Context: an optimization exercise on an open-source flow, tuned for small area and a short achievable clock period. The choices shown serve that exercise and are no tape-out recipe. Only simulation tests tie the RTL to the original design; equivalence was not proved. Power is estimated from default activity; no workload was simulated.

--- flow/config.mk ---
export PLATFORM = sky130hd
export DESIGN_NAME = TopModule
export DESIGN_NICKNAME = TopModule
export VERILOG_FILES = /design/flow/design.v
export SDC_FILE = /design/flow/constraint.sdc
export NUM_CORES = 4
export LEC_CHECK = 0
export ABC_AREA = 1
export CAP_MARGIN = 20
export CORE_MARGIN = 2
export CORE_UTILIZATION = 40
export SETUP_SLACK_MARGIN = 2.5
export SLEW_MARGIN = 20
--- flow/constraint.sdc ---
create_clock -name core_clock -period 5.0 [get_ports {clk}]
set_input_delay 1.0000 -clock core_clock [delete_from_list [all_inputs] [get_ports {clk}]]
set_output_delay 1.0000 -clock core_clock [all_outputs]
set_load 0.01 [all_outputs]
--- flow/design.v ---
`timescale 1ns / 1ps
module TopModule( input logic clk, input logic reset,
                  input logic prevMem, nextMem, executeSwitch, executeMem,
                  input logic [15:0] switchInstruction, output logic [15:0] memInst,
                  output logic [7:0] dispData, output logic [3:0] dispAddr,
                  output logic [4:0] pc, output logic halted);
    logic [4:0]  pcr;
    logic [3:0]  ac;
    logic [7:0]  rf [15:0];
    logic [7:0]  dm [15:0];
    logic [15:0] mi;
    logic [7:0]  dd;
    logic        hlt, rf_we, dm_we, is_add, is_br, sfb, sfc, t4;
    logic [3:0]  wa;
    logic [7:0]  opb, opc;
    function automatic logic [15:0] romf(input logic [4:0] a);
        case (a)
            5'd0: romf = 16'b001_0_0000_0000_0000;
            5'd1: romf = 16'b001_0_0000_0001_0001;
            5'd2: romf = 16'b001_1_0010_00000000;
            5'd3: romf = 16'b001_1_1111_00000000;
            5'd4: romf = 16'b001_1_0100_00000001;
            5'd5: romf = 16'b101_01001_0010_0001;
            5'd6: romf = 16'b010_0_1111_1111_0000;
            5'd7: romf = 16'b010_0_0010_0010_0100;
            5'd8: romf = 16'b101_00101_0000_0000;
            5'd9: romf = 16'b000_0_1111_1111_1111;
            default: romf = 16'b111_0_0000_0000_0000;
        endcase
    endfunction
    wire [7:0] p = opb ^ opc;
    wire g0 = p[0] ? 1'b0 : opb[0];
    logic [7:0] g1, p1, g2, p2, g3;
    always_comb begin
        for (int i = 0; i < 8; i++) begin
            if (i >= 2)       begin g1[i] = p[i] ? opb[i-1] : opb[i]; p1[i] = p[i] & p[i-1]; end
            else if (i == 1)  begin g1[i] = p[i] ? g0       : opb[i]; p1[i] = 1'b0; end
            else              begin g1[i] = g0;                       p1[i] = 1'b0; end
        end
        for (int i = 0; i < 8; i++) begin
            if (i >= 2) begin g2[i] = p1[i] ? g1[i-2] : g1[i]; p2[i] = p1[i] & p1[i-2]; end
            else        begin g2[i] = g1[i];                   p2[i] = 1'b0; end
        end
        for (int i = 0; i < 8; i++) begin
            if (i >= 4) g3[i] = p2[i] ? g2[i-4] : g2[i];
            else        g3[i] = g2[i];
        end
    end
    wire [7:0] sum = p ^ {g3[6:0], 1'b0};
    wire taken = is_br && (p == 8'b0);
    wire [7:0] rf_wdata = is_add ? sum : opc;
    wire [7:0] dm_wdata = opc;
    logic [15:0] dwa, rf_en, dm_en;
    always_comb
        for (int i = 0; i < 16; i++) begin
            dwa[i]   = (wa == i);
            rf_en[i] = rf_we && dwa[i];
            dm_en[i] = dm_we && dwa[i];
        end
    always_ff @(posedge clk, posedge reset)
        if (reset) begin
            for (int i = 0; i < 16; i++) rf[i] <= 8'b0;
        end else begin
            for (int i = 0; i < 16; i++) if (rf_en[i]) rf[i] <= rf_wdata;
        end
    always_ff @(posedge clk, posedge reset)
        if (reset) begin
            for (int i = 0; i < 16; i++) dm[i] <= 8'b0;
        end else begin
            for (int i = 0; i < 16; i++) if (dm_en[i]) dm[i] <= dm_wdata;
        end
    wire ir_load = !nextMem && !prevMem && !hlt;
    function automatic logic [13:0] decode(input logic [15:0] w);
        logic [2:0] op;
        op = w[15:13];
        decode = {(op == 3'b001) || (op == 3'b010),
                  (op == 3'b000),
                  (op == 3'b010),
                  (op == 3'b101),
                  (op == 3'b111),
                  (op == 3'b010) && (w[11:8] == w[7:4]),
                  (op == 3'b010) && (w[11:8] == w[3:0]),
                  w[12],
                  (op == 3'b000 || op == 3'b001) &&  w[12],
                  (op == 3'b001) && !w[12],
                  ((op == 3'b000 || op == 3'b001) && !w[12]) ? w[7:4] : w[11:8]};
    endfunction
    wire [15:0] sw = switchInstruction;
    wire [13:0] dsw  = decode(sw);
    wire [13:0] dmi  = decode(mi);
    wire [13:0] dnew = executeSwitch ? dsw : executeMem ? dmi : decode(16'hC000);
    wire dsw_imm = dsw[5], dsw_ld = dsw[4];
    wire dmi_imm = dmi[5], dmi_ld = dmi[4];
    logic [15:0] sb, sc;
    always_comb
        for (int i = 0; i < 16; i++) begin
            sb[i] = (sw[7:4] == i);
            sc[i] = (sw[3:0] == i);
        end
    logic [7:0] rb_sw, rc_sw, mc_sw;
    always_comb begin
        rb_sw = 8'b0; rc_sw = 8'b0; mc_sw = 8'b0;
        for (int i = 0; i < 16; i++) begin
            rb_sw = rb_sw | (rf[i] & {8{sb[i]}});
            rc_sw = rc_sw | (rf[i] & {8{sc[i]}});
            mc_sw = mc_sw | (dm[i] & {8{sc[i]}});
        end
    end
    logic [7:0] rb_mi, rc_mi;
    always_comb begin
        case (mi[7:4])
            4'd1:    rb_mi = rf[1];
            4'd2:    rb_mi = rf[2];
            4'd15:   rb_mi = rf[15];
            default: rb_mi = rf[0];
        endcase
        if (dmi_ld)
            rc_mi = (mi[3:0] == 4'd1) ? dm[1] : dm[0];
        else
            case (mi[3:0])
                4'd1:    rc_mi = rf[1];
                4'd4:    rc_mi = rf[4];
                4'd15:   rc_mi = rf[15];
                default: rc_mi = rf[0];
            endcase
    end
    wire sel_sw  = ir_load &&  executeSwitch;
    wire sel_mi  = ir_load && !executeSwitch &&  executeMem;
    wire sel_nop = ir_load && !executeSwitch && !executeMem;
    wire [7:0] b_base = sel_sw ? rb_sw : sel_mi ? rb_mi : sel_nop ? rf[0] : opb;
    wire       b_fr   = sel_sw  ? rf_we && (wa == sw[7:4]) :
                        sel_mi  ? rf_we && (wa == mi[7:4]) :
                        sel_nop ? rf_we && (wa == 4'd0) : sfb;
    wire [7:0] c_base = sel_sw ? (dsw_imm ? sw[7:0] : dsw_ld ? mc_sw : rc_sw) :
                        sel_mi ? (dmi_imm ? mi[7:0] : rc_mi) :
                        sel_nop ? rf[0] : opc;
    wire       c_fr   = sel_sw  ? !dsw_imm && !dsw_ld && rf_we && (wa == sw[3:0]) :
                        sel_mi  ? !dmi_imm && !dmi_ld && rf_we && (wa == mi[3:0]) :
                        sel_nop ? rf_we && (wa == 4'd0) : sfc;
    wire       c_fd   = sel_sw  ? dsw_ld && dm_we && (wa == sw[3:0]) :
                        sel_mi  ? dmi_ld && dm_we && (wa == mi[3:0]) : 1'b0;
    wire [7:0] opb_next = b_fr ? rf_wdata : b_base;
    wire [7:0] opc_next = c_fr ? rf_wdata : c_fd ? dm_wdata : c_base;
    always_ff @(posedge clk, posedge reset)
        if (reset) begin
            {rf_we, dm_we, is_add, is_br, hlt, sfb, sfc, t4} <= 8'b0;
            wa  <= 4'b0;
        end else if (ir_load) begin
            {rf_we, dm_we, is_add, is_br, hlt, sfb, sfc, t4} <= dnew[13:6];
            wa     <= dnew[3:0];
        end
    always_ff @(posedge clk, posedge reset)
        if (reset) begin
            opb <= 8'b0;
            opc <= 8'b0;
        end else begin
            opb <= opb_next;
            opc <= opc_next;
        end
    logic [15:0] dac, dpm;
    always_comb
        for (int i = 0; i < 16; i++) dac[i] = (ac == i);
    always_comb
        for (int i = 0; i < 16; i++)
            dpm[i] = nextMem ? dac[(i + 15) % 16] : dac[(i + 1) % 16];
    logic [7:0] dm_pm;
    always_comb begin
        dm_pm = 8'b0;
        for (int i = 0; i < 16; i++)
            dm_pm = dm_pm | (dm[i] & {8{dpm[i]}});
    end
    wire [3:0] ac_pm = nextMem ? ac + 4'd1 : ac - 4'd1;
    wire fwd_pm = dm_we && (wa == ac_pm);
    wire fwd_st = dm_we && (wa == ac);
    wire [7:0] dd_next = (nextMem || prevMem) ? (fwd_pm ? dm_wdata : dm_pm)
                                             : (fwd_st ? dm_wdata : dd);
    always_ff @(posedge clk, posedge reset)
        if (reset) begin
            ac <= 4'b0;
            dd <= 8'b0;
        end else begin
            if (nextMem || prevMem) ac <= ac_pm;
            dd <= dd_next;
        end
    wire [4:0]  t       = {t4, wa};
    wire [4:0]  pc_inc  = pcr + 5'd1;
    wire        inc     = executeMem && !hlt;
    always_ff @(posedge clk, posedge reset)
        if (reset) begin
            pcr <= 5'b0;
            mi  <= romf(5'd0);
        end else if (taken) begin
            pcr <= t;
            mi  <= romf(t);
        end else if (inc) begin
            pcr <= pc_inc;
            mi  <= romf(pc_inc);
        end
    assign memInst  = mi;
    assign dispData = dd;
    assign dispAddr = ac;
    assign pc       = pcr;
    assign halted   = hlt;
endmodule
--- flow/run.sh ---
#!/bin/bash
# synth_recipe.tcl (not shown) runs the flow's synth.tcl, then flattens the netlist and writes it again
# the make line also repeats each setting of config.mk as NAME=value (left out here)
make -C /OpenROAD-flow-scripts/flow DESIGN_CONFIG=/design/flow/config.mk WORK_HOME=/design/flow/orfs CLKGATE_MAP_FILE= SYNTH_SCRIPT=/design/flow/synth_recipe.tcl finish
==> results of run 1 <==
final timing paths:
kind / slack (ns) / cells past startpoint / startpoint / to
hold / removal: 0.48 / 2 / rf[2][1] / rf[2][1]
hold reg to reg: 0.48 / 2 / rf[2][1] / rf[2][1]
setup / recovery: 2.50 / 11 / switchInstruction[12] / opc[4]
max in group asynchronous: 3.02 / 3 / reset / rf[8][2]
setup reg to reg: 2.51 / 7 / wa[0] / dm[15][3]
min in group asynchronous: 0.93 / 2 / reset / pcr[0]
cells by family after synthesis:
| kind of cell | after synthesis | synth area share [%] |
|---|---|---|
| adders and majority gates | 16 | 1.02 |
| muxes | 1 | 0.0512 |
| DFF | 315 | 40.4 |
| buffers and inverters | 356 | 7.88 |
| AOI/OAI and AO/OA | 545 | 15.7 |
| xor gates and xnor gates | 35 | 1.57 |
| and+or+nand+nor | 1549 | 33.4 |
final cells by class:
cell class	count	area (um^2)
Fill cell	4949	25200
Multi-Input combinational cell	2147	10400
Sequential cell	315	7920
Timing Repair Buffer	152	1330
Clock buffer	48	1060
Inverter	242	970
Tap cell	615	769
Clock inverter	21	287
Antenna cell	2	5.00
cells in the mapped netlist (all sizes together) (2+ instances only):
cell type | n | share of area [%]
or2 | 4 | 0.13
a31oi | 2 | 0.064
dfrtp | 314 | 40
a22o | 5 | 0.22
o22ai | 17 | 0.54
nand4 | 53 | 1.7
a211oi | 2 | 0.077
xor2 | 11 | 0.49
clkbuf | 43 | 0.83
o2bb2ai | 17 | 0.76
o2111ai | 4 | 0.18
clkinv | 2 | 0.045
o211ai | 23 | 0.88
inv | 240 | 4.6
nor2 | 245 | 5.4
o221ai | 9 | 0.40
ha | 16 | 1.0
nor3 | 23 | 0.67
nor4 | 2 | 0.064
a21oi | 72 | 1.9
nand2 | 1040 | 21
o21ai | 383 | 10
and3 | 2 | 0.064
nor3b | 3 | 0.12
nand3 | 171 | 4.6
a22oi | 9 | 0.35
xnor2 | 24 | 1.1
nand3b | 6 | 0.23
buf | 71 | 2.4
what timing repair did:
item / 4_1_cts / 5_1_grt
setup buffers: 44 / 16
resized for setup: 136 / 68
gates cloned: 0 / 1
setup endpoints to repair: 243 / 123
pin swaps: 11 / 8
worst max-delay path, delay by kind of cell:
kind | cells | cell delay [ns]
buffers and inverters | 3 | 0.93
and+or+nand+nor | 8 | 1.01
power by group through the flow:
stage | clock network [mW] | logic (mW) | registers (mW)
after global routing | 3.17 | 3.63 | 3.74
after CTS | 3.07 | 3.28 | 3.70
after global placement | 0 | 3.13 | 3.77
after detailed placement | 0 | 3.13 | 3.77
after floorplan | 0 | 1.93 | 3.36
final | 3.06 | 3.40 | 3.73
flip-flops by register name, indices dropped and copies added, names as in the netlist, 4 cells and up:
register	count
pcr	5
opb	8
dm	128
mi	14
opc	8
dd	8
rf	128
wa	4
ac	4
per-layer routing:
metal  part of all wire [%]  GRT usage, %  vias to the layer above
met1                     40          51.0                    10256
met5                  0.016             0                        -
met2                     44          60.9                     1354
met4                    7.0          22.9                        2
met3                    8.9          6.68                      345
li1                       -             -                     9342
through the flow:
stage / instance area [um^2] / cells / total power, mW / utilization, %
finish: 22800 / 3542 / 10.2 / 47.5
global route: 22800 / 3540 / 10.5 / 47.5
CTS: 22500 / 3523 / 10.1 / 46.9
detailed placement: 20500 / 3410 / 6.91 / 42.9
global placement: 20500 / 3410 / 6.90 / 42.9
floorplan: 19500 / 2817 / 5.29 / -
==> out/results.tsv, run 1 <==
metric	value	unit
run_status	timing/DRC/antenna clean	
crit_required	5.45	ns
grt_max_degree	92	
intPower	5.70	mW
layout-drive-gt1-share	12.7	%
start_util	40.7	%
rows	80	
async_reset_ff_share	100	%
finalCritPeriodShare	50.1	%
syn_inst	2817	
drv_slew	0	
critical_path.max_stage_delay	0.56	ns
power.share.clock	30.0	%
synth.net_count	2855	
io_buffers	55	
core-area	47900	um^2
finClkSkew	0.0222	ns
rsz0062_at_grt	true	
critPathKind	input port to register	
fin_tns_setup	0	ns
dr.pass1.iters	6	
route.vias.total	21299	
fmax	399	MHz
numCtsBuffers	39	
power.switching	4.49	mW
cts.path.max_buffers	3	
cts_hold_buf	0	
ioPinCount	56	
ys_types	50	
gp_congestion	1.07	
whs	0.483	ns
peakVddDrop	0.369	mV
dieWidth	225	um
start_kind	input port	
arrival	2.96	ns
post-dp-hpwl	73.6	mm
switching_share	44.1	%
grt_pass1_vias	20258	
antenna_found_initial	5	
die_h	225	um
p_per_area	447	nW/um^2
grt_util_all_layers	39.0	%
die-area	50600	um^2
grt_pass1_wl	142	mm
drc	0	
ant_nets	0	
insertion_delay	0.58	ns
synth_edf_count	0	
wl_per_cell	28.0	um
seq_area_frac_synth	40.4	%
crit_top_cell	nand2_1	
setup_violations	0	
area.growth.synth_to_final	16.6	%
seqPwrFrac	36.7	%
crit_path_end_kind	register	
period_minus_slack	2.50	ns
syn_area_per_cell	6.94	um^2
final_common_cell	nand2_1	
hold_viol	0	
numClockSinks	315	
synth-main-ff-cell	dfrtp_1	
cap_violations	0	
netlist_area	19500	um^2
crit_path_max_fanout	8	
hp-class	register to register	
overflow	0	
routed_wl	99.1	mm
htree_levels	2	
viasPerCell	6.01	
dp_slack	0.834	ns
crit_slowest_cell	clkdlybuf4s50_1	
final_cell_mix	nand2_1 (1002), o21ai_0 (313), dfrtp_1 (290), inv_1 (211), nor2_1 (196)	
cts_root_buffer	clkbuf_16	
fin_ws	2.50	ns
ys_ff_latch	315	
p_leak	10.5	nW
yosysWarnings	3	
slew_headroom	40.7	%
cts_tree	done	
combPwrFrac	33.4	%
worst_slew_pin_slew	0.888	ns
layout.nets	2935	
cts.clk_slew.worst_paths	0.06	ns
first_iter_violations	2629	
cp_cell_sequence	clkdlybuf4s50_1 -> inv_2 -> nand3_4 -> buf_4 -> nand2_1 -> nor2_1 -> nand3_1 -> nand3_1 -> nand2_1 -> nand2_1 -> nand2_1	
==> inputs of run 2 (changes only) <==
--- a/flow/config.mk
+++ b/flow/config.mk
@@ -9,5 +9,5 @@
 export CAP_MARGIN = 20
 export CORE_MARGIN = 2
 export CORE_UTILIZATION = 40
-export SETUP_SLACK_MARGIN = 2.5
+export SETUP_SLACK_MARGIN = 2.65
 export SLEW_MARGIN = 20
==> out/results.tsv, run 2 <==
metric	value	unit
overflow	0	
totalPowerFinal	10.4	mW
synth-main-ff-cell	dfrtp_1	
synth-simple-area-share	33.4	%
insertion_delay	0.57	ns
dr.pass1.iters	6	
synth_compound_area_share	15.7	%
ioPinCount	56	
hold_viol	0	
top_regs	dm: 128 flops, rf: 128 flops, mi: 14 flops	
viasPerCell	6.02	
finClkSkew	0.0203	ns
start_util	40.7	%
cts.clk_slew.worst_paths	0.06	ns
layout.nets	2968	
p_leak	10.8	nW
final_cell_mix	nand2_1 (982), o21ai_0 (309), dfrtp_1 (287), inv_1 (203), nor2_1 (187)	
ys_types	50	
synth.net_count	2855	
hp-class	register to register	
fin_util	48.9	%
worst_slew_pin_slew	0.884	ns
slew_headroom	40.9	%
ant_nets	0	
period_minus_slack	2.45	ns
finalInstanceArea	23400	um^2
fmax	407	MHz
met3_length	9.18	mm
cts.path.max_buffers	3	
numCtsBuffers	39	
arrival	2.89	ns
syn_inst	2817	
ys_ff_latch	315	
crit_required	5.43	ns
cap_violations	0	
syn_area_per_cell	6.94	um^2
highest_layer	met5	
dieWidth	225	um
netlist_top_cells_area	dfrtp_1 (40%), nand2_1 (20%), o21ai_0 (8.1%), inv_1 (4.3%), nand3_1 (4.2%)	
synth.most_common_cell	nand2_1	
route.vias.total	21500	
synth-adder-area-share	1.02	%
io_buffers	55	
drv_slew	0	
worstRegToRegCells	15	
grt_pass1_vias	20298	
met2WireLength	43.8	mm
crit_path_max_fanout	6	
rsz0062_at_grt	true	
synth_edf_count	0	
place_area	20500	um^2
netlist_area	19500	um^2
finalCritPeriodShare	49.1	%
synth_top_area_share	40.2	%
critical_path.max_stage_delay	0.39	ns
area.growth.synth_to_final	20.0	%
start_kind	input port	
numClockSinks	315	
synth_mux_area_share	0.0512	%
p_per_area	443	nW/um^2
htree_levels	2	
yosys-top-cells-count	nand2_1 (1017), o21ai_0 (318), dfrtp_1 (314)	
grt_util_all_layers	39.0	%
post-dp-hpwl	73.6	mm
antenna_found_initial	3	
critPathKind	input port to register	
wl_per_cell	27.9	um
layout-drive-gt1-share	15.8	%
setup_violations	0	
core-area	47900	um^2
cts_tree	done	
first_iter_violations	2551	
yosysWarnings	3	
crit_slowest_cell	o211ai_1	
async_reset_ff_share	100	%
cts_root_buffer	clkbuf_16	
grt_pass1_wl	142	mm
synth_xor_area_share	1.57	%
crit_path_end_kind	register	
grt_max_degree	92	
drc	0	
wl_met1	39.7	mm
peakVddDrop	0.374	mV
synth_top_family_by_area	simple AND/OR/NAND/NOR gates	
rows	80	
die-area	50600	um^2
run_status	timing/DRC/antenna clean	
cp_cell_sequence	clkdlybuf4s15_2 -> inv_1 -> nand2_1 -> nor2_1 -> buf_4 -> o2bb2ai_1 -> nor2_1 -> nand3_1 -> o211ai_1 -> nand2_1	
seq_area_frac_synth	40.4	%
gp_congestion	1.07	
routed_wl	99.8	mm
die_h	225	um
cts_hold_buf	0	
whs_path_depth	2	
final_common_cell	nand2_1	
yosysTopAreaCell	dfrtp_1	
## run 2: changes by cell type in the layout (fill, tap and decap cells not counted), sizes merged
| cell | delta |
|---|---|
| clkdlybuf4s15 | +4 |
| inv | -7 |
| diode | -1 |
| clkdlybuf4s50 | -7 |
| clkdlybuf4s18 | +1 |
| dlygate4sd2 | +4 |
| clkbuf | -3 |
| buf | +37 |
| dlymetal6s2s | -3 |
| clkinvlp | +7 |
## run 2: timing repair
action                                 4_1_cts  5_1_grt
pin swaps                                   14       33
resized for setup                          187      135
setup endpoints to repair                  322      112
setup buffers                               50       42
cloned                                       0        2
endpoints found under the hold margin        0        0
## run 2: logic make-up (layout without fill, tap and decap cells)
logic type	count (synthesis)	count (layout)
flip-flops	315	315
adder cells (fa/ha/maj)	16	16
AO/OA/AOI/OAI	545	545
AND/OR/NAND/NOR	1549	1550
multiplexers	1	1
buffers and inverters	356	496
XOR/XNOR	35	35
other	0	1
## run 2: area by class of cell
| cell class | count | area, um^2 |
|---|---|---|
| clock buffer | 48 | 1060 |
| fill | 4884 | 24500 |
| clock inverter | 21 | 287 |
| inverter | 242 | 1010 |
| tap | 615 | 769 |
| multi-input combinational | 2147 | 10700 |
| sequential | 315 | 7920 |
| antenna | 1 | 2.50 |
| timing repair buffer | 185 | 1660 |
## run 2: worst paths after layout
check,start,end,slack [ns]
setup / recovery,switchInstruction[6],opb[2],2.55
max in group asynchronous,reset,rf[8][2],3.02
min in group asynchronous,reset,pcr[3],0.93
setup reg to reg,mi[3],opc[1],2.66
hold reg to reg,rf[2][1],rf[2][1],0.48
hold / removal,rf[2][1],rf[2][1],0.48
## run 2: power breakdown
part           leakage [nW]  switching, mW  total (mW)  internal, mW
Sequential             4.16          0.730        3.74          3.01
Combinational          5.93           2.62        3.61         0.981
Clock                 0.655           1.23        3.05          1.83
Total                  10.8           4.58        10.4          5.81
## run 2: routing by layer
metal,vias to the layer above,GRT usage (%)
met3,378,6.74
met1,10324,50.7
met5,-,0
li1,9412,-
met2,1384,61.1
met4,2,22.9
## run 2: metrics by stage
step / worst slack [ns] / TNS, ns / std cells / hold WS (ns)
6_report: 2.55 / 0 / 3574 / 0.483
5_1_grt: 2.54 / 0 / 3573 / 0.514
4_1_cts: 2.47 / 0 / 3529 / 0.489
3_5_place_dp: 0.834 / 0 / 3410 / 0.475
3_3_place_gp: 0.880 / 0 / 3410 / 0.467
2_1_floorplan: -0.196 / -61.56 / 2817 / 0.453
## run 2: critical path, delay by kind of cell
family | cells | cell delay (ns)
AND/OR/NAND/NOR | 5 | 0.66
buffers and inverters | 3 | 0.63
AO/OA/AOI/OAI | 2 | 0.60
==> inputs of run 3 (changes only) <==
--- a/flow/config.mk
+++ b/flow/config.mk
@@ -9,5 +9,5 @@
 export CAP_MARGIN = 20
 export CORE_MARGIN = 2
 export CORE_UTILIZATION = 40
-export SETUP_SLACK_MARGIN = 2.65
+export SETUP_SLACK_MARGIN = 2.8
 export SLEW_MARGIN = 20
==> out/results.tsv, run 3 <==
metric	value	unit
dieWidth	225	um
critPathKind	input port to register	
rsz0062_at_grt	true	
yosysWarnings	3	
async_reset_ff_share	100	%
start_util	40.7	%
arrival	2.77	ns
ys_ff_latch	315	
synth_top_family_by_area	simple AND/OR/NAND/NOR gates	
synth.most_common_cell	nand2_1	
cp-startpoint	switchInstruction[7]	
ff2ff_setup_slack	2.77	ns
gp_congestion	1.12	
layout-drive-gt1-share	22.3	%
yosysTopAreaCell	dfrtp_1	
worstRegToRegCells	5	
place_area	20600	um^2
cp_cell_sequence	buf_2 -> inv_1 -> nand2_2 -> inv_1 -> nand2_1 -> o2bb2ai_1 -> nor2_2 -> nand3_1 -> o211ai_1 -> nand2_1	
post-dp-hpwl	73.8	mm
finalCritPeriodShare	46.5	%
finalInstanceArea	24800	um^2
htree_levels	2	
whs	0.489	ns
critical_path.max_stage_delay	0.47	ns
grt_pass1_wl	143	mm
routed_wl	102	mm
crit_path_max_fanout	8	
wl_per_cell	28.1	um
peakVddDrop	0.322	mV
core-area	47900	um^2
fillerInstances	4770	
final_cell_mix	nand2_1 (949), o21ai_0 (299), dfrtp_1 (284), inv_1 (189), nor2_1 (163)	
hold_viol	0	
rows	80	
antenna_found_initial	4	
combPwrFrac	38.8	%
crit_required	5.44	ns
dr.pass1.iters	6	
synth-adder-area-share	1.02	%
worst-path-stages	10	
finClkSkew	0.0160	ns
p_leak	11.2	nW
worst_slew_pin_slew	0.746	ns
p_per_area	436	nW/um^2
insertion_delay	0.58	ns
area.growth.synth_to_final	26.7	%
crit_path_end_kind	register	
drc	0	
fin_ws	2.68	ns
ant_nets	0	
cts_root_buffer	clkbuf_16	
dp_slack	0.710	ns
numCtsBuffers	39	
r2r-end	rf[10][6]	
syn_area_per_cell	6.94	um^2
multiInputGateArea	11300	um^2
grt_util_all_layers	39.6	%
cap_violations	0	
grt_max_degree	85	
synth-simple-area-share	33.4	%
synth_compound_area_share	15.7	%
syn_inst	2817	
grt_pass1_vias	20289	
cts_tree	done	
final_common_cell	nand2_1	
crit_slowest_cell	o211ai_1	
top_regs	dm: 128 flops, rf: 128 flops, mi: 14 flops	
first_iter_violations	2846	
overflow	0	
seq_area_frac_synth	40.4	%
power.switching	4.79	mW
route.vias.total	21664	
ioPinCount	56	
io_buffers	55	
r2r_start	opc[6]	
yosys-top-cells-count	nand2_1 (1017), o21ai_0 (318), dfrtp_1 (314)	
switching_share	44.4	%
run_status	timing/DRC/antenna clean	
setup_violations	0	
die-area	50600	um^2
die_h	225	um
synth.net_count	2855	
seqPwrFrac	34.3	%
seqCellArea	7940	um^2
layout.nets	3043	
slew_headroom	50.2	%
intPower	6.00	mW
period_minus_slack	2.32	ns
start_kind	input port	
synth_top_area_share	40.2	%
power.share.clock	26.9	%
numClockSinks	315	
crit_buf_inv	3	
cts.clk_slew.worst_paths	0.06	ns
ys_types	50	
synth_edf_count	0	
viasPerCell	5.95	
synth_xor_area_share	1.57	%
hp-class	register to register	
netlist_top_cells_area	dfrtp_1 (40%), nand2_1 (20%), o21ai_0 (8.1%), inv_1 (4.3%), nand3_1 (4.2%)	
netlist_area	19500	um^2
synth_mux_area_share	0.0512	%
synth-main-ff-cell	dfrtp_1	
crit_end	opb[2]	
fmax	430	MHz
path_delay_family	simple AND/OR/NAND/NOR gates	
cts.path.max_buffers	3	
antenna_cells	0	
drv_slew	0	
-- run 3: power by group through the flow --
stage | sequential, mW | combinational, mW | clock [mW]
3_3_place_gp | 3.71 | 3.12 | 0
2_1_floorplan | 3.36 | 1.94 | 0
5_1_grt | 3.71 | 4.41 | 3.01
3_5_place_dp | 3.71 | 3.13 | 0
4_1_cts | 3.65 | 3.49 | 2.92
6_report | 3.70 | 4.18 | 2.90
-- run 3: worst min path at each step --
stage,start,to,slack (ns),cells after the start
after floorplan,dm[0][2],dm[0][2],0.45,2
after detailed placement,dm[5][5],dm[5][5],0.47,2
after CTS,dm[5][5],dm[5][5],0.49,2
final,dm[10][2],dm[10][2],0.49,2
after global placement,dm[1][0],dm[1][0],0.47,2
after global routing,rf[2][0],rf[2][0],0.50,2
-- run 3: repair_timing --
action | 4_1_cts | 5_1_grt
cloned | 4 | 3
hold buffers | 0 | 0
setup buffers | 92 | 65
endpoints found under the setup margin | 338 | 154
pin swaps | 38 | 78
resized for setup | 419 | 198
-- run 3: kinds of logic after synthesis --
family / after synthesis
DFF: 315
and+or+nand+nor: 1549
xor gates and xnor gates: 35
muxes: 1
buffers and inverters: 356
adders and majority gates: 16
AOI/OAI and AO/OA: 545
-- run 3: metal layers --
metal	part of all wire [%]	vias to the layer above	global-route usage, %	wire, um
li1	-	9580	-	-
met1	40	10433	51.1	40700
met2	44	1273	61.7	45200
met3	8.7	374	7.48	8950
met4	7.3	4	23.5	7440
met5	0.021	-	0	21
-- run 3: layout make-up --
| cell class | count | share of cell area [%] |
|---|---|---|
| Clock buffer | 52 | 4.63 |
| Clock inverter | 13 | 0.505 |
| Inverter | 242 | 4.23 |
| Multi-Input combinational cell | 2149 | 45.8 |
| Sequential cell | 315 | 32.1 |
| Tap cell | 615 | 3.11 |
| Timing Repair Buffer | 255 | 9.55 |
| Timing Repair inverter | 3 | 0.0859 |
-- run 3: tightest hold or removal path, cell delays in order, from the launching register on --
cell and delay (ns):
dfrtp_1 0.34, nand2_1 0.05, o21ai_0 0.06
-- run 3: stage by stage --
step           power [mW]  setup TNS [ns]  utilization (%)  std cells
6_report             10.8               0             51.6       3644
5_1_grt              11.1               0             51.6       3644
2_1_floorplan        5.29          -61.56                -       2817
3_5_place_dp         6.85               0             43.1       3415
4_1_cts              10.1               0             49.0       3576
3_3_place_gp         6.84               0             43.0       3414
==> inputs of run 4 (changes only) <==
--- a/flow/design.v
+++ b/flow/design.v
@@ -185,16 +185,14 @@
     wire [4:0]  t       = {t4, wa};
     wire [4:0]  pc_inc  = pcr + 5'd1;
     wire        inc     = executeMem && !hlt;
+    wire [4:0] pc_next = taken ? t : inc ? pc_inc : pcr;
     always_ff @(posedge clk, posedge reset)
         if (reset) begin
             pcr <= 5'b0;
             mi  <= romf(5'd0);
-        end else if (taken) begin
-            pcr <= t;
-            mi  <= romf(t);
-        end else if (inc) begin
-            pcr <= pc_inc;
-            mi  <= romf(pc_inc);
+        end else begin
+            pcr <= pc_next;
+            mi  <= romf(pc_next);
         end
     assign memInst  = mi;
     assign dispData = dd;
--- a/flow/config.mk
+++ b/flow/config.mk
@@ -9,5 +9,5 @@
 export CAP_MARGIN = 20
 export CORE_MARGIN = 2
 export CORE_UTILIZATION = 40
-export SETUP_SLACK_MARGIN = 2.8
+export SETUP_SLACK_MARGIN = 2.4
 export SLEW_MARGIN = 20
==> out/results.tsv, run 4 <==
metric	value	unit
post-dp-hpwl	71.5	mm
crit_slowest_cell	clkdlybuf4s15_2	
cts_tree	done	
hp-class	register to register	
dr.pass1.iters	7	
layout.nets	2753	
die-area	48300	um^2
dp_slack	1.11	ns
io_buffers	55	
fin_tns_setup	0	ns
power.share.clock	46.3	%
rsz0062_at_grt	true	
cts_root_buffer	clkbuf_16	
crit_path_end_kind	register	
switching_share	28.0	%
netlist_top_cells_area	dfrtp_1 (42%), nand2_1 (20%), o21ai_0 (9.2%), inv_1 (4.2%), nor2_1 (3.9%)	
crit_required	5.45	ns
seqPwrFrac	42.0	%
synth_edf_count	0	
yosys-top-cells-count	nand2_1 (973), o21ai_0 (341), dfrtp_1 (314)	
viasPerCell	5.90	
syn_area_per_cell	7.02	um^2
yosysWarnings	3	
slew_headroom	39.3	%
cap_violations	0	
place_area	19800	um^2
synth_top_area_share	42.2	%
crit_top_cell	nand2_1	
insertion_delay	0.56	ns
htree_levels	2	
die_h	220	um
drv_slew	0	
p_per_area	285	nW/um^2
seq_area_frac_synth	42.3	%
synth.most_common_cell	nand2_1	
grt_util_all_layers	39.5	%
fin_ws	2.41	ns
start_util	40.3	%
overflow	0	
multiInputGateArea	9660	um^2
worst_slew_pin_slew	0.911	ns
numCtsBuffers	38	
intPower	4.45	mW
fillerInstances	4825	
grt_max_degree	149	
crit_path_max_fanout	12	
ant_nets	0	
wl_per_cell	28.2	um
async_reset_ff_share	100	%
final_cell_mix	nand2_1 (954), o21ai_0 (329), dfrtp_1 (293), inv_1 (200), nor2_1 (181)	
route.vias.total	19807	
ioPinCount	56	
whs	0.487	ns
fin_util	46.9	%
arrival	3.05	ns
layout-drive-gt1-share	11.4	%
synth.net_count	2685	
finClkSkew	0.0144	ns
setup_violations	0	
ys_ff_latch	315	
dieWidth	220	um
combPwrFrac	11.7	%
area.growth.synth_to_final	16.4	%
hold_viol	0	
fmax	386	MHz
start_kind	input port	
antenna_found_initial	2	
cts.path.max_buffers	3	
syn_inst	2652	
finalInstanceArea	21700	um^2
critPathKind	input port to register	
period_minus_slack	2.59	ns
routed_wl	94.7	mm
drc	0	
gp_congestion	1.08	
path_delay_family	simple AND/OR/NAND/NOR gates	
numClockSinks	315	
first_iter_violations	2264	
cp_cell_sequence	clkdlybuf4s15_2 -> inv_2 -> nand2_1 -> nor2_1 -> buf_6 -> nand2_1 -> nand4_1 -> nor2_2 -> nand2_1 -> nand2_1 -> nand2_1 -> nand2_1 -> nand2_1 -> nand2_1 -> nor2_1	
rows	79	
yosysTopAreaCell	dfrtp_1	
finalCritPeriodShare	51.9	%
ys_types	55	
core-area	46300	um^2
power.switching	1.73	mW
grt_pass1_wl	136	mm
grt_pass1_vias	18908	
final_common_cell	nand2_1	
netlist_area	18600	um^2
synth-main-ff-cell	dfrtp_1	
crit_buf_inv	3	
peakVddDrop	0.401	mV
top_regs	dm: 128 flops, rf: 128 flops, mi: 14 flops	
run_status	timing/DRC/antenna clean	
critical_path.max_stage_delay	0.36	ns
p_leak	9.69	nW
cts.clk_slew.worst_paths	0.06	ns
seqCellArea	7910	um^2
==> run 4: kinds of logic (layout without fill, tap and decap cells) <==
family | Yosys count | count (layout) | synth area share (%)
AO/OA/AOI/OAI | 541 | 541 | 16.3
XOR/XNOR | 30 | 30 | 1.41
flip-flops | 315 | 315 | 42.3
multiplexers | 1 | 1 | 0.0537
other | 0 | 2 | 0
AND/OR/NAND/NOR | 1427 | 1427 | 31.8
adder cells (fa/ha/maj) | 11 | 11 | 0.739
buffers and inverters | 327 | 422 | 7.27
==> run 4: cell type report <==
cell class | instances | area share [%]
antenna | 2 | 0.0231
clock buffer | 54 | 5.22
clock inverter | 13 | 0.600
inverter | 231 | 4.25
multi-input combinational | 2010 | 44.6
sequential | 315 | 36.5
tap | 607 | 3.50
timing repair buffer | 124 | 5.36
==> run 4: what timing repair did <==
action | in CTS | in global routing
hold endpoints to repair | 0 | 0
gates resized for setup | 86 | 74
gates cloned | 1 | 0
hold buffers | 0 | 0
endpoints found under the setup margin | 133 | 120
buffers inserted | 21 | 13
pin swaps | 8 | 6
==> run 4: per-layer routing <==
layer / up-vias / wire, um / track usage [%]
met1: 9514 / 37800 / 50.5
met4: 2 / 6710 / 24.3
met2: 1157 / 42000 / 61.6
met3: 330 / 8190 / 7.78
met5: - / 11 / 0
li1: 8804 / - / -
==> run 4: path summary, 6_finish.rpt <==
kind	end	start	cells after the start	slack, ns
max	opc[6]	switchInstruction[2]	15	2.41
min	dm[5][5]	dm[5][5]	2	0.49
max reg2reg	dd[4]	ac[0]	11	2.46
min reg2reg	dm[5][5]	dm[5][5]	2	0.49
max in group asynchronous	ac[3]	reset	3	3.20
min in group asynchronous	rf[13][5]	reset	3	0.96
==> run 4: through the flow <==
stage / total power [mW] / std cells
finish: 6.18 / 3356
global route: 6.36 / 3354
CTS: 6.18 / 3341
detailed placement: 3.30 / 3252
global placement: 3.30 / 3251
floorplan: 3.03 / 2652
==> run 4: power groups by stage <==
stage | registers, mW | logic [mW] | clock network [mW]
after global routing | 2.60 | 0.775 | 2.99
after CTS | 2.60 | 0.700 | 2.88
after detailed placement | 2.67 | 0.633 | 0
after global placement | 2.67 | 0.631 | 0
final | 2.60 | 0.723 | 2.86
after floorplan | 2.65 | 0.379 | 0
==> run 4: worst register-to-register path: stages (launching register included) <==
cell and delay [ns]:
dfrtp_2 0.43, inv_1 0.11, ha_1 0.29, nand3_1 0.14
nand2_1 0.06, nand2_1 0.18, inv_1 0.26, a22o_1 0.27
nor2_1 0.29, nand4_1 0.19, nand2_1 0.14, nand2_1 0.06
==> inputs of run 5 (changes only) <==
--- a/flow/config.mk
+++ b/flow/config.mk
@@ -9,5 +9,5 @@
 export CAP_MARGIN = 20
 export CORE_MARGIN = 2
 export CORE_UTILIZATION = 40
-export SETUP_SLACK_MARGIN = 2.4
+export SETUP_SLACK_MARGIN = 2.8
 export SLEW_MARGIN = 20
==> out/results.tsv, run 5 <==
metric	value	unit
layout-drive-gt1-share	24.9	%
intPower	4.83	mW
p_per_area	280	nW/um^2
area.growth.synth_to_final	29.5	%
finClkSkew	0.0224	ns
insertion_delay	0.58	ns
htree_levels	2	
synth.most_common_cell	nand2_1	
hold_start	dm[6][7]	
grt_util_all_layers	39.7	%
critPathKind	register to primary output	
die-area	48300	um^2
synth_top_area_share	42.2	%
ff2ff_setup_slack	2.68	ns
netlist_top_cells_area	dfrtp_1 (42%), nand2_1 (20%), o21ai_0 (9.2%), inv_1 (4.2%), nor2_1 (3.9%)	
combPwrFrac	15.5	%
power.share.clock	45.9	%
crit_slowest_cell	dfrtp_2	
async_reset_ff_share	100	%
whs_endpoint	dm[6][7]	
ys_types	55	
antenna_cells	0	
dp.cells	3249	
arrival	1.33	ns
grt_pass1_vias	19353	
numCtsBuffers	39	
crit_path_end_kind	primary output	
start_kind	register	
finalCritPeriodShare	46.5	%
rsz0062_at_grt	true	
grt_max_degree	84	
antenna_found_initial	2	
switching_share	28.5	%
netlist_area	18600	um^2
r2r-end	opc[5]	
drv_slew	0	
critical_path.max_stage_delay	0.48	ns
synth_edf_count	0	
start_util	40.3	%
yosys-top-cells-count	nand2_1 (973), o21ai_0 (341), dfrtp_1 (314)	
period_minus_slack	2.33	ns
top_regs	dm: 128 flops, rf: 128 flops, mi: 14 flops	
yosysTopAreaCell	dfrtp_1	
cts.clk_slew.worst_paths	0.06	ns
dr.pass1.iters	5	
synth-main-ff-cell	dfrtp_1	
overflow	0	
ant_nets	0	
dieWidth	220	um
slew_headroom	42.2	%
layout.nets	2883	
first_iter_violations	2708	
fillerInstances	4589	
grt_pass1_wl	136	mm
core-area	46300	um^2
multiInputGateArea	10700	um^2
syn_inst	2652	
hp-class	register to register	
peakVddDrop	0.372	mV
ioPinCount	56	
whs_path_depth	2	
r2r_start	mi[1]	
routed_wl	96.2	mm
p_leak	10.7	nW
route.vias.total	20492	
drc	0	
worst_slew_pin_slew	0.866	ns
syn_area_per_cell	7.02	um^2
crit_path_max_fanout	5	
ys_ff_latch	315	
setup_violations	0	
cp_cell_sequence	buf_4 -> buf_2	
worstRegToRegCells	12	
fmax	430	MHz
seqCellArea	7930	um^2
die_h	220	um
numClockSinks	315	
synth.net_count	2685	
gp_congestion	1.06	
run_status	timing/DRC/antenna clean	
cts_tree	done	
post-dp-hpwl	70.2	mm
yosysWarnings	3	
power.switching	1.93	mW
rows	79	
hold_viol	0	
wl_per_cell	27.6	um
crit_required	4.00	ns
seqPwrFrac	38.5	%
cts.path.max_buffers	3	
stdcell_count	3487	
whs	0.483	ns
seq_area_frac_synth	42.3	%
viasPerCell	5.88	
final_cell_mix	nand2_1 (876), o21ai_0 (319), dfrtp_1 (288), inv_1 (160)	
cts_root_buffer	clkbuf_16	
final_common_cell	nand2_1	
io_buffers	55	
cap_violations	0	
run 5: cell counts after synthesis:
No cell type changed its count.
run 5: metal layers:
| layer | vias up | track usage (%) | routed length (um) |
|---|---|---|---|
| li1 | 9063 | - | - |
| met1 | 9933 | 51.7 | 38300 |
| met2 | 1152 | 61.9 | 42700 |
| met3 | 338 | 6.40 | 7830 |
| met4 | 6 | 24.3 | 7310 |
| met5 | - | 0 | 42 |
run 5: repair_timing:
action,CTS,global route
pin swaps,60,108
cloned,3,1
resized for setup,413,224
buffers inserted,107,55
hold buffers,0,0
setup endpoints to repair,331,260
run 5: cells by family after synthesis:
| logic type | share of synthesized area (%) |
|---|---|
| AND/OR/NAND/NOR | 31.8 |
| buffers and inverters | 7.27 |
| flip-flops | 42.3 |
| AO/OA/AOI/OAI | 16.3 |
| adder cells (fa/ha/maj) | 0.739 |
| XOR/XNOR | 1.41 |
| multiplexers | 0.0537 |
run 5: critical path: cells and delay by family, from the launching register on:
kind	cells	cell delay (ns)
DFF	1	0.48
buffers and inverters	2	0.29
run 5: worst max path at each step:
stage               slack (ns)  startpoint           to
global route              2.61     nextMem       opc[5]
finish                    2.67       ac[0]  dispAddr[0]
global placement          0.80     nextMem       opb[0]
floorplan                -0.20       reset        ac[0]
CTS                       2.67       wa[0]    rf[13][3]
detailed placement        0.84     nextMem       opb[0]
run 5: power by group through the flow:
stage	registers [mW]	logic (mW)	clock network, mW
6_report	2.60	1.05	3.10
5_1_grt	2.61	1.11	3.24
4_1_cts	2.60	0.819	3.14
3_5_place_dp	2.67	0.651	0
3_3_place_gp	2.67	0.654	0
2_1_floorplan	2.65	0.390	0
run 5: through the flow:
stage | TNS (ns) | power, mW | utilization, % | worst slack (ns) | cell area, um^2
2_1_floorplan | -61.56 | 3.04 | - | -0.196 | 18800
3_3_place_gp | 0 | 3.32 | 43.0 | 0.804 | 19900
5_1_grt | 0 | 6.95 | 52.1 | 2.61 | 24100
4_1_cts | 0 | 6.55 | 49.6 | 2.67 | 23000
3_5_place_dp | 0 | 3.32 | 43.0 | 0.844 | 19900
6_report | 0 | 6.76 | 52.1 | 2.67 | 24100
run 5: layout make-up:
class	count	area share (%)
clock inverters	23	1.20
clock buffers	48	4.57
inverters	231	4.37
well taps	607	3.15
repair inverters	1	0.0259
flip-flops and latches	315	32.9
repair buffers	251	9.32
multi-input cells	2011	44.5
==> inputs of run 6 (changes only) <==
--- a/flow/config.mk
+++ b/flow/config.mk
@@ -9,5 +9,6 @@
 export CAP_MARGIN = 20
 export CORE_MARGIN = 2
 export CORE_UTILIZATION = 40
-export SETUP_SLACK_MARGIN = 2.8
+export PLACE_DENSITY = 0.75
+export SETUP_SLACK_MARGIN = 2.6
 export SLEW_MARGIN = 20
==> out/results.tsv, run 6 <==
metric	value	unit
run_status	timing/DRC/antenna clean	
slew_headroom	42.7	%
first_iter_violations	2787	
setup_violations	0	
rows	79	
drv_slew	0	
rsz0062_at_grt	true	
die-area	48300	um^2
whs	0.486	ns
dp_slack	0.770	ns
synth.net_count	2685	
htree_levels	2	
yosysTopAreaCell	dfrtp_1	
netlist_area	18600	um^2
crit_path_end_kind	register	
route.vias.total	19753	
worst_slew_pin_slew	0.860	ns
yosys-top-cells-count	nand2_1 (973), o21ai_0 (341), dfrtp_1 (314)	
arrival	2.89	ns
dieWidth	220	um
syn_area_per_cell	7.02	um^2
post-dp-hpwl	61.2	mm
hp-class	register to register	
drc	0	
crit_path_max_fanout	11	
grt_pass1_vias	18211	
ioPinCount	56	
finClkSkew	0.0156	ns
viasPerCell	5.90	
gp_congestion	1.11	
grt_pass1_wl	121	mm
area.growth.synth_to_final	16.6	%
cts.clk_slew.worst_paths	0.06	ns
numCtsBuffers	35	
grt_util_all_layers	34.1	%
multiInputGateArea	9830	um^2
p_leak	9.74	nW
fillerInstances	4672	
ys_types	55	
netlist_top_cells_area	dfrtp_1 (42%), nand2_1 (20%), o21ai_0 (9.2%), inv_1 (4.2%), nor2_1 (3.9%)	
die_h	220	um
async_reset_ff_share	100	%
antenna_found_initial	2	
dr.pass1.iters	6	
hold_viol	0	
finalCritPeriodShare	49.2	%
start_kind	register	
grt_max_degree	99	
fin_tns_setup	0	ns
ys_ff_latch	315	
overflow	0	
fin_ws	2.54	ns
core-area	46300	um^2
p_per_area	275	nW/um^2
layout-drive-gt1-share	12.7	%
peakVddDrop	0.335	mV
cts_root_buffer	clkbuf_16	
synth_top_area_share	42.2	%
final_cell_mix	nand2_1 (941), o21ai_0 (335), dfrtp_1 (294), inv_1 (187), nor2_1 (169)	
seq_area_frac_synth	42.3	%
synth-main-ff-cell	dfrtp_1	
layout.nets	2748	
syn_inst	2652	
cts.path.max_buffers	3	
cts_tree	done	
wl_per_cell	24.7	um
synth_edf_count	0	
insertion_delay	0.54	ns
critPathKind	register to register	
seqCellArea	7910	um^2
fin_util	46.9	%
top_regs	dm: 128 flops, rf: 128 flops, mi: 14 flops	
yosysWarnings	3	
period_minus_slack	2.46	ns
fmax	406	MHz
ant_nets	0	
routed_wl	82.8	mm
synth.most_common_cell	nand2_1	
crit_required	5.43	ns
cts_hold_buf	0	
final_common_cell	nand2_1	
cap_violations	0	
io_buffers	55	
numClockSinks	315	
start_util	40.3	%
-- run 6: cell counts after synthesis --
No cell type changed its count.
-- run 6: metal layers --
metal	global-route usage (%)	vias up	wire (um)
li1	-	8800	-
met1	46.1	9346	33300
met2	50.5	1292	34700
met3	7.88	315	8890
met4	18.7	0	5900
met5	0	-	0
-- run 6: path summary, 6_finish.rpt --
kind | startpoint | endpoint | slack (ns) | cells after the start
min reg2reg | dm[5][3] | dm[5][3] | 0.49 | 2
max | mi[1] | opc[5] | 2.54 | 12
min in group asynchronous | reset | rf[3][1] | 0.98 | 2
max reg2reg | mi[1] | opc[5] | 2.54 | 12
max in group asynchronous | reset | wa[1] | 3.02 | 3
min | dm[5][3] | dm[5][3] | 0.49 | 2
-- run 6: report_power, final --
| group | internal [mW] | total, mW | switching [mW] |
|---|---|---|---|
| Combinational | 0.205 | 0.733 | 0.528 |
| Sequential | 2.57 | 2.58 | 0.0107 |
| Clock | 1.57 | 2.65 | 1.08 |
| Total | 4.35 | 5.97 | 1.62 |
-- run 6: what timing repair did --
| action | CTS | global route |
|---|---|---|
| buffers inserted | 34 | 12 |
| pin swaps | 13 | 15 |
| setup endpoints to repair | 223 | 178 |
| gates cloned | 2 | 0 |
| resized for setup | 188 | 81 |
-- run 6: stage by stage --
step	cells	power [mW]	instance area [um^2]
after floorplan	2652	3.03	18600
after global placement	3237	3.26	19700
after detailed placement	3237	3.26	19700
after CTS	3335	5.93	21400
after global routing	3347	6.16	21700
final	3349	5.97	21700
-- run 6: cells by family (layout without fill, tap and decap cells) --
kind of cell,Yosys count,after routing,share of synthesized area (%)
simple gates,1427,1427,31.8
compound gates,541,541,16.3
buf+inv,327,415,7.27
flops,315,315,42.3
xor+xnor,30,30,1.41
fa+ha+maj,11,11,0.739
mux,1,1,0.0537
other cells,0,2,0
-- run 6: worst max-delay path, cell delays in order, from the launching register on --
cell and delay (ns):
dfrtp_2 0.40, buf_4 0.16, inv_1 0.09, nand3_1 0.41, inv_1 0.26, nand2_1 0.11
nand2_1 0.06, o21ai_1 0.36, nand3_1 0.18, nand2_1 0.13, a21oi_1 0.08, nand2_1 0.07
nand2_1 0.05
-- run 6: area by class of cell --
type,instances,area share (%)
multi-input cells,2010,45.3
flip-flops and latches,315,36.4
clock buffers,55,5.08
repair buffers,121,5.05
inverters,231,4.30
well taps,607,3.50
clock inverters,7,0.323
repair inverters,1,0.0346
diodes,2,0.0230
==> inputs of run 7 (changes only) <==
--- a/flow/config.mk
+++ b/flow/config.mk
@@ -9,6 +9,5 @@
 export CAP_MARGIN = 20
 export CORE_MARGIN = 2
 export CORE_UTILIZATION = 40
-export PLACE_DENSITY = 0.75
 export SETUP_SLACK_MARGIN = 2.6
 export SLEW_MARGIN = 20
==> out/results.tsv, run 7 <==
metric	value	unit
cts.path.max_buffers	3	
overflow	0	
wl_per_cell	27.5	um
critPathKind	input port to register	
combPwrFrac	12.4	%
period_minus_slack	2.43	ns
rsz0062_at_grt	true	
worst_slew_pin_slew	0.855	ns
antenna_found_initial	1	
start_util	40.3	%
die-area	48300	um^2
power.share.clock	47.1	%
setup_violations	0	
hold_viol	0	
cts.clk_slew.worst_paths	0.05	ns
switching_share	27.4	%
fin_ws	2.57	ns
path_delay_family	simple AND/OR/NAND/NOR gates	
p_per_area	287	nW/um^2
fmax	412	MHz
ys_types	55	
whs	0.484	ns
numCtsBuffers	39	
io_buffers	55	
drv_slew	0	
viasPerCell	5.87	
synth-main-ff-cell	dfrtp_1	
crit_required	5.44	ns
cp-startpoint	switchInstruction[3]	
route.vias.total	19905	
crit_buf_inv	3	
yosys-top-cells-count	nand2_1 (973), o21ai_0 (341), dfrtp_1 (314)	
finalInstanceArea	22300	um^2
layout-drive-gt1-share	14.8	%
critical_path.max_stage_delay	0.25	ns
crit_path_end_kind	register	
insertion_delay	0.56	ns
numClockSinks	315	
dp_slack	1.08	ns
p_leak	10.0	nW
async_reset_ff_share	100	%
syn_inst	2652	
grt_pass1_wl	134	mm
cts_tree	done	
hold_start	dm[1][3]	
seq_area_frac_synth	42.3	%
rows	79	
core-area	46300	um^2
grt_pass1_vias	19158	
crit_top_cell	nand2_1	
synth.most_common_cell	nand2_1	
netlist_area	18600	um^2
place_area	19800	um^2
power.switching	1.75	mW
hp-class	register to register	
ys_ff_latch	315	
drc	0	
yosysTopAreaCell	dfrtp_1	
intPower	4.63	mW
antenna_cells	0	
start_kind	input port	
peakVddDrop	0.248	mV
grt_max_degree	91	
ioPinCount	56	
synth_edf_count	0	
dr.pass1.iters	6	
top_regs	dm: 128 flops, rf: 128 flops, mi: 14 flops	
htree_levels	2	
post-dp-hpwl	70.1	mm
fillerInstances	4723	
arrival	2.86	ns
routed_wl	93.3	mm
syn_area_per_cell	7.02	um^2
netlist_top_cells_area	dfrtp_1 (42%), nand2_1 (20%), o21ai_0 (9.2%), inv_1 (4.2%), nor2_1 (3.9%)	
slew_headroom	42.9	%
gp_congestion	1.08	
cts_hold_buf	0	
crit_path_max_fanout	7	
run_status	timing/DRC/antenna clean	
yosysWarnings	3	
finalCritPeriodShare	48.6	%
final_common_cell	nand2_1	
die_h	220	um
grt_util_all_layers	39.0	%
synth_top_area_share	42.2	%
synth.net_count	2685	
finClkSkew	0.0237	ns
area.growth.synth_to_final	19.5	%
cap_violations	0	
cts_root_buffer	clkbuf_16	
crit_slowest_cell	nand4_1	
cp_cell_sequence	buf_2 -> inv_2 -> nand2_2 -> nor2_4 -> buf_4 -> nand2_1 -> nand4_1 -> nor2_2 -> nand2_1 -> nand2_1 -> nand2_1 -> nand2_2 -> nand2_2 -> nand2_1 -> nor2_1	
first_iter_violations	2574	
final_cell_mix	nand2_1 (934), o21ai_0 (331), dfrtp_1 (295), inv_1 (184), nor2_1 (169)	
seqPwrFrac	40.5	%
ant_nets	0	
r2r_start	wa[2]	
dieWidth	220	um
layout.nets	2787	
run 7: changes by cell type in the layout (fill, tap and decap cells not counted), moves of 5 or more:
cell | before | now
nor2_4 | 32 | 24
nor2_2 | 16 | 24
nand3_1 | 111 | 106
clkbuf_4 | 5 | 0
buf_6 | 2 | 8
nand2_4 | 9 | 14
o21ai_1 | 23 | 28
nand2_1 | 941 | 934
nand3_2 | 7 | 12
buf_4 | 54 | 87
run 7: area by class of cell:
cell class              count  area, um^2  share of cell area, %
clock buffers              54        1160                   5.24
clock inverters            15         186                  0.838
inverters                 231         945                   4.25
multi-input cells        2010        9880                   44.4
flip-flops and latches    315        7910                   35.5
well taps                 607         759                   3.41
repair buffers            157        1410                   6.33
run 7: power by group through the flow:
stage          logic, mW  registers [mW]  clock network, mW
4_1_cts            0.752            2.58               3.04
3_5_place_dp       0.637            2.67                  0
6_report           0.790            2.59               3.01
3_3_place_gp       0.633            2.67                  0
2_1_floorplan      0.380            2.65                  0
5_1_grt            0.850            2.59               3.15
run 7: layer usage:
layer  vias to the layer above  track usage (%)  routed length, um
li1                       8873                -                  -
met1                      9574             50.9              37400
met2                      1166             61.0              41600
met3                       292             6.05               7740
met4                         0             23.5               6610
met5                         -                0                  0
run 7: logic make-up after synthesis:
group,count (synthesis),share of synthesized area (%)
compound gates,541,16.3
xor+xnor,30,1.41
fa+ha+maj,11,0.739
buf+inv,327,7.27
flops,315,42.3
mux,1,0.0537
simple gates,1427,31.8
run 7: stage by stage:
step / TNS (ns) / power [mW] / instances / util (%)
finish: 0 / 6.38 / 3389 / 48.1
global route: 0 / 6.59 / 3389 / 48.1
CTS: 0 / 6.38 / 3371 / 47.4
detailed placement: 0 / 3.31 / 3252 / 42.7
global placement: 0 / 3.30 / 3252 / 42.7
floorplan: -61.56 / 3.03 / 2652 / -
run 7: timing repair:
item	in CTS	in global routing
endpoints found under the setup margin	257	124
setup buffers	50	18
gates resized for setup	212	80
pin swaps	21	20
run 7: worst min-delay path, stage by stage, from the launching register on:
cell and delay (ns):
dfrtp_1 0.34, nand2_1 0.05, o21ai_0 0.06
run 7: final timing paths:
kind / cells after the start / to / slack (ns)
setup / recovery: 15 / opc[6] / 2.57
hold / removal: 2 / dm[1][3] / 0.48
setup reg to reg: 10 / opb[2] / 2.63
hold reg to reg: 2 / dm[1][3] / 0.48
max in group asynchronous: 3 / mi[1] / 3.05
min in group asynchronous: 2 / rf[6][1] / 0.95
==> inputs of run 8 (changes only) <==
--- a/flow/config.mk
+++ b/flow/config.mk
@@ -8,6 +8,6 @@
 export ABC_AREA = 1
 export CAP_MARGIN = 20
 export CORE_MARGIN = 2
-export CORE_UTILIZATION = 40
+export CORE_UTILIZATION = 55
 export SETUP_SLACK_MARGIN = 2.6
 export SLEW_MARGIN = 20
==> out/results.tsv, run 8 <==
metric	value	unit
peakVddDrop	0.288	mV
grt_pass1_wl	132	mm
cts.path.max_buffers	3	
ant_nets	0	
syn_inst	2652	
layout.nets	2815	
syn_area_per_cell	7.02	um^2
yosys-top-cells-count	nand2_1 (973), o21ai_0 (341), dfrtp_1 (314)	
netlist_top_cells_area	dfrtp_1 (42%), nand2_1 (20%), o21ai_0 (9.2%), inv_1 (4.2%), nor2_1 (3.9%)	
synth-adder-area-share	0.739	%
grt_pass1_vias	20213	
grt_util_all_layers	51.2	%
ioPinCount	56	
fin_ws	2.50	ns
arrival	2.91	ns
start_kind	register	
cts_hold_buf	0	
synth_xor_area_share	1.41	%
routed_wl	91.0	mm
synth_edf_count	0	
start_util	55.7	%
async_reset_ff_share	100	%
dp.cells	3092	
synth_mux_area_share	0.0537	%
layout-drive-gt1-share	15.6	%
dr.pass1.iters	7	
stdcell_count	3254	
numClockSinks	315	
critPathKind	register to register	
drc	0	
cap_violations	0	
die_h	188	um
overflow	0	
wl_per_cell	28.0	um
seqPwrFrac	42.3	%
synth_compound_area_share	16.3	%
fmax	400	MHz
top_regs	dm: 128 flops, rf: 128 flops, mi: 14 flops	
final_cell_mix	nand2_1 (932), o21ai_0 (331), dfrtp_1 (297), inv_1 (185), nor2_1 (163)	
netlist_area	18600	um^2
viasPerCell	6.58	
dp_slack	0.385	ns
grt_max_degree	110	
switching_share	28.7	%
finalCritPeriodShare	50.0	%
cts.clk_slew.worst_paths	0.07	ns
power.share.clock	44.2	%
core-area	33400	um^2
rows	67	
period_minus_slack	2.50	ns
fin_util	66.7	%
ys_types	55	
dieWidth	188	um
cts_root_buffer	clkbuf_16	
fin_tns_setup	0	ns
hp-class	register to register	
post-dp-hpwl	64.4	mm
antenna_found_initial	3	
synth_top_area_share	42.2	%
cts_tree	done	
route.vias.total	21404	
crit_slowest_cell	nand3_1	
seq_area_frac_synth	42.3	%
io_buffers	55	
synth-main-ff-cell	dfrtp_1	
p_leak	10.1	nW
yosysWarnings	3	
critical_path.max_stage_delay	0.70	ns
hold_viol	0	
intPower	4.36	mW
run_status	timing/DRC/antenna clean	
ys_ff_latch	315	
insertion_delay	0.57	ns
combPwrFrac	13.5	%
synth-simple-area-share	31.8	%
crit_path_max_fanout	16	
cp_cell_sequence	inv_6 -> nor2_2 -> nand3_1 -> nand2_1 -> o21ai_0	
finClkSkew	0.0131	ns
p_per_area	274	nW/um^2
area.growth.synth_to_final	19.8	%
crit_required	5.41	ns
crit_path_end_kind	register	
worst_slew_pin_slew	0.857	ns
final_common_cell	nand2_1	
die-area	35400	um^2
yosysTopAreaCell	dfrtp_1	
numCtsBuffers	36	
drv_slew	0	
slew_headroom	42.8	%
synth.net_count	2685	
synth.most_common_cell	nand2_1	
rsz0062_at_grt	true	
gp_congestion	1.14	
first_iter_violations	3518	
setup_violations	0	
power.switching	1.76	mW
htree_levels	2	
synth_top_family_by_area	simple AND/OR/NAND/NOR gates	
## run 8: cell counts after synthesis
No cell type changed its count.
## run 8: critical path: cells and delay by family (launching register included)
kind,cells,cell delay (ns)
and+or+nand+nor,3,1.47
DFF,1,0.62
AOI/OAI and AO/OA,1,0.12
buffers and inverters,1,0.12
## run 8: what timing repair did
action                     in CTS  in global routing
cloned                          2                  1
pin swaps                      26                 37
setup buffers                  69                 28
setup endpoints to repair     224                182
gates resized for setup       196                119
## run 8: worst paths after layout
kind,depth (start not counted),from,slack [ns],end
max,5,wa[2],2.50,rf[4][0]
min,2,dm[14][7],0.48,dm[14][7]
max reg2reg,5,wa[2],2.50,rf[4][0]
min reg2reg,2,dm[14][7],0.48,dm[14][7]
max in group asynchronous,4,reset,2.94,mi[13]
min in group asynchronous,2,reset,0.91,rf[14][7]
## run 8: cell families after synthesis
kind of cell             Yosys count
XOR/XNOR                          30
AND/OR/NAND/NOR                 1427
adder cells (fa/ha/maj)           11
AO/OA/AOI/OAI                    541
multiplexers                       1
flip-flops                       315
buffers and inverters            327
## run 8: power by group through the flow
stage / combinational (mW) / sequential [mW] / clock, mW
after global routing: 0.869 / 2.59 / 2.78
after CTS: 0.715 / 2.59 / 2.67
after global placement: 0.617 / 2.66 / 0
after detailed placement: 0.627 / 2.67 / 0
after floorplan: 0.380 / 2.65 / 0
final: 0.825 / 2.59 / 2.71
## run 8: area by class of cell
class,instances,area (um^2)
Inverter,231,956
Timing Repair inverter,2,12.5
Clock buffer,46,1020
Antenna cell,2,5.00
Timing Repair Buffer,186,1740
Tap cell,448,561
Clock inverter,14,138
Multi-Input combinational cell,2010,9970
Fill cell,2854,11100
Sequential cell,315,7910
## run 8: metal layers
layer,GRT usage (%),vias up,part of all wire (%)
met3,14.9,624,14
li1,-,8933,-
met1,62.4,9894,34
met2,77.1,1953,42
met4,37.9,0,10
met5,0,-,0
## run 8: stage by stage
stage                     cell area (um^2)  hold WS, ns  power [mW]
after global routing                 22300        0.511        6.24
after CTS                            21800        0.487        5.98
final                                22300        0.485        6.12
after global placement               19600        0.467        3.28
after detailed placement             19600        0.473        3.29
after floorplan                      18600        0.453        3.03
==> inputs of run 9 (changes only) <==
--- a/flow/design.v
+++ b/flow/design.v
@@ -13,20 +13,17 @@
     logic        hlt, rf_we, dm_we, is_add, is_br, sfb, sfc, t4;
     logic [3:0]  wa;
     logic [7:0]  opb, opc;
+    localparam logic [159:0] ROMW = {16'h0FFF, 16'hA500, 16'h4224, 16'h4FF0, 16'hA921,
+                                     16'h3401, 16'h3F00, 16'h3200, 16'h2011, 16'h2000};
     function automatic logic [15:0] romf(input logic [4:0] a);
-        case (a)
-            5'd0: romf = 16'b001_0_0000_0000_0000;
-            5'd1: romf = 16'b001_0_0000_0001_0001;
-            5'd2: romf = 16'b001_1_0010_00000000;
-            5'd3: romf = 16'b001_1_1111_00000000;
-            5'd4: romf = 16'b001_1_0100_00000001;
-            5'd5: romf = 16'b101_01001_0010_0001;
-            5'd6: romf = 16'b010_0_1111_1111_0000;
-            5'd7: romf = 16'b010_0_0010_0010_0100;
-            5'd8: romf = 16'b101_00101_0000_0000;
-            5'd9: romf = 16'b000_0_1111_1111_1111;
-            default: romf = 16'b111_0_0000_0000_0000;
-        endcase
+        logic [9:0] wl;
+        logic       stp;
+        stp = a[4] || (a[3] && (a[2] || a[1]));
+        for (int k = 0; k < 10; k++) wl[k] = (a[3:0] == k) && !a[4];
+        for (int j = 0; j < 16; j++) begin
+            romf[j] = stp && ((16'hE000 >> j) & 1);
+            for (int k = 0; k < 10; k++) romf[j] = romf[j] || (wl[k] && ROMW[k*16+j]);
+        end
     endfunction
     wire [7:0] p = opb ^ opc;
     wire g0 = p[0] ? 1'b0 : opb[0];
--- a/flow/config.mk
+++ b/flow/config.mk
@@ -8,6 +8,7 @@
 export ABC_AREA = 1
 export CAP_MARGIN = 20
 export CORE_MARGIN = 2
-export CORE_UTILIZATION = 55
-export SETUP_SLACK_MARGIN = 2.6
+export CORE_UTILIZATION = 40
+export PLACE_DENSITY = 0.85
+export SETUP_SLACK_MARGIN = 2.8
 export SLEW_MARGIN = 20
==> out/results.tsv, run 9 <==
metric	value	unit
run_status	timing/DRC/antenna clean	
viasPerCell	6.07	
totalPowerFinal	6.82	mW
final_common_cell	nand2_1	
gp_congestion	1.08	
seq_area_frac_synth	42.4	%
multiInputGateArea	10800	um^2
synth-main-ff-cell	dfrtp_1	
cts.path.max_buffers	3	
crit_slowest_cell	dfrtp_2	
crit_required	5.47	ns
finalInstanceArea	24100	um^2
dr.pass1.iters	8	
hold_start	rf[5][6]	
dp_slack	0.891	ns
start_util	40.8	%
worstRegToRegCells	4	
ys_types	54	
synth.most_common_cell	nand2_1	
cts_hold_buf	0	
route.vias.total	20997	
top_regs	dm: 128 flops, rf: 128 flops, mi: 14 flops	
seqCellArea	7920	um^2
yosysTopAreaCell	dfrtp_1	
layout-drive-gt1-share	24.2	%
cts.clk_slew.worst_paths	0.06	ns
netlist_top_cells_area	dfrtp_1 (42%), nand2_1 (18%), o21ai_0 (9.6%), inv_1 (5.7%), nor2_1 (4.5%)	
cap_violations	0	
core-area	45600	um^2
p_per_area	283	nW/um^2
hold_viol	0	
final_cell_mix	nand2_1 (751), o21ai_0 (313), dfrtp_1 (290), inv_1 (239), nor2_1 (160)	
ant_nets	0	
htree_levels	2	
fin_tns_setup	0	ns
slew_headroom	44.8	%
grt_pass1_vias	19508	
overflow	0	
fin_ws	2.58	ns
seqPwrFrac	38.2	%
io_buffers	55	
critical_path.max_stage_delay	0.69	ns
crit_path_end_kind	register	
fmax	413	MHz
path_delay_family	simple AND/OR/NAND/NOR gates	
crit_buf_inv	1	
insertion_delay	0.59	ns
cp_cell_sequence	nand2_1 -> inv_1 -> nand3_1 -> o21ai_0	
whs_path_depth	2	
area.growth.synth_to_final	29.9	%
grt_util_all_layers	37.9	%
yosys-top-cells-count	nand2_1 (868), o21ai_0 (356), dfrtp_1 (314)	
drv_slew	0	
rsz0062_at_grt	true	
hp-class	register to register	
combPwrFrac	15.5	%
setup_violations	0	
arrival	2.89	ns
place_area	19800	um^2
yosysWarnings	3	
r2r-end	dm[12][3]	
grt_pass1_wl	132	mm
grt_max_degree	100	
cts_root_buffer	clkbuf_16	
synth_edf_count	0	
first_iter_violations	3261	
intPower	4.89	mW
die-area	48200	um^2
power.share.clock	46.3	%
async_reset_ff_share	100	%
finalCritPeriodShare	48.4	%
layout.nets	2858	
power.switching	1.94	mW
syn_area_per_cell	6.98	um^2
numCtsBuffers	38	
wl_per_cell	26.6	um
drc	0	
ff2ff_setup_slack	2.58	ns
synth_top_area_share	42.3	%
syn_inst	2662	
numClockSinks	315	
routed_wl	92.0	mm
netlist_area	18600	um^2
dieWidth	220	um
worst_slew_pin_slew	0.826	ns
crit_path_max_fanout	16	
post-dp-hpwl	67.1	mm
cts_tree	done	
switching_share	28.4	%
ioPinCount	56	
whs_endpoint	rf[5][6]	
period_minus_slack	2.42	ns
finClkSkew	0.0204	ns
peakVddDrop	0.209	mV
critPathKind	register to register	
die_h	220	um
synth.net_count	2690	
r2r_start	wa[3]	
rows	78	
antenna_found_initial	1	
start_kind	register	
p_leak	10.7	nW
fillerInstances	4295	
ys_ff_latch	315	
run 9: cell count changes in the layout (fill, tap and decap cells not counted), moves of 20 or more:
| cell | change |
|---|---|
| nand2_2 | +27 |
| a21oi_1 | -20 |
| inv_1 | +54 |
| buf_4 | +23 |
| nor2_2 | +26 |
| dlygate4sd2_1 | -33 |
| buf_2 | +29 |
| o22ai_1 | +67 |
| nand4_1 | -30 |
| nand2_4 | +38 |
| nand2_1 | -181 |
run 9: worst register-to-register path, stage by stage, from the launching register on:
cell	delay, ns
dfrtp_2	0.69
nand2_1	0.30
inv_1	0.26
nand3_1	0.64
o21ai_0	0.41
run 9: kinds of logic after synthesis:
kind of cell               synth area share [%]
buffers and inverters                      8.30
DFF                                        42.4
adders and majority gates                 0.404
and+or+nand+nor                            29.3
AOI/OAI and AO/OA                          18.2
xor gates and xnor gates                   1.37
run 9: how the worst max path moves through the flow:
stage,start,endpoint,slack [ns],depth (start not counted)
after global routing,wa[3],rf[12][4],2.62,5
after detailed placement,nextMem,opb[7],0.89,11
final,wa[3],dm[12][3],2.58,4
after CTS,rf_we,opb[2],2.75,9
after floorplan,reset,ac[0],-0.20,1
after global placement,nextMem,opb[7],0.85,11
run 9: stage by stage:
stage          instances  hold WS, ns  utilization, %
3_5_place_dp        3243        0.473            43.4
5_1_grt             3458        0.500            53.0
6_report            3460        0.487            53.0
2_1_floorplan       2662        0.450               -
4_1_cts             3395        0.486            50.0
3_3_place_gp        3243        0.466            43.4
run 9: cell type report:
class,instances,share of cell area [%]
antenna,2,0.0207
clock buffer,51,4.65
clock inverter,17,1.15
inverter,295,5.11
multi-input combinational,1956,44.6
sequential,315,32.8
tap,600,3.11
timing repair buffer,222,8.46
timing repair inverter,2,0.0415
run 9: layer usage:
layer  vias up  track usage [%]  routed length, um
li1       9057                -                  -
met1      9995             52.9              37200
met4         0             19.6               5870
met5         -                0                  0
met3       344             11.8              12300
met2      1601             52.4              36600
run 9: power by group through the flow:
stage	Clock, mW	Sequential, mW	Combinational, mW
6_report	3.16	2.61	1.06
5_1_grt	3.27	2.61	1.11
4_1_cts	3.17	2.61	0.879
3_5_place_dp	0	2.69	0.684
3_3_place_gp	0	2.69	0.684
2_1_floorplan	0	2.67	0.399
run 9: repair_timing:
| item | 4_1_cts | 5_1_grt |
|---|---|---|
| pin swaps | 52 | 117 |
| resized for setup | 481 | 254 |
| buffers inserted | 78 | 62 |
| endpoints found under the setup margin | 328 | 232 |
| gates cloned | 6 | 1 |
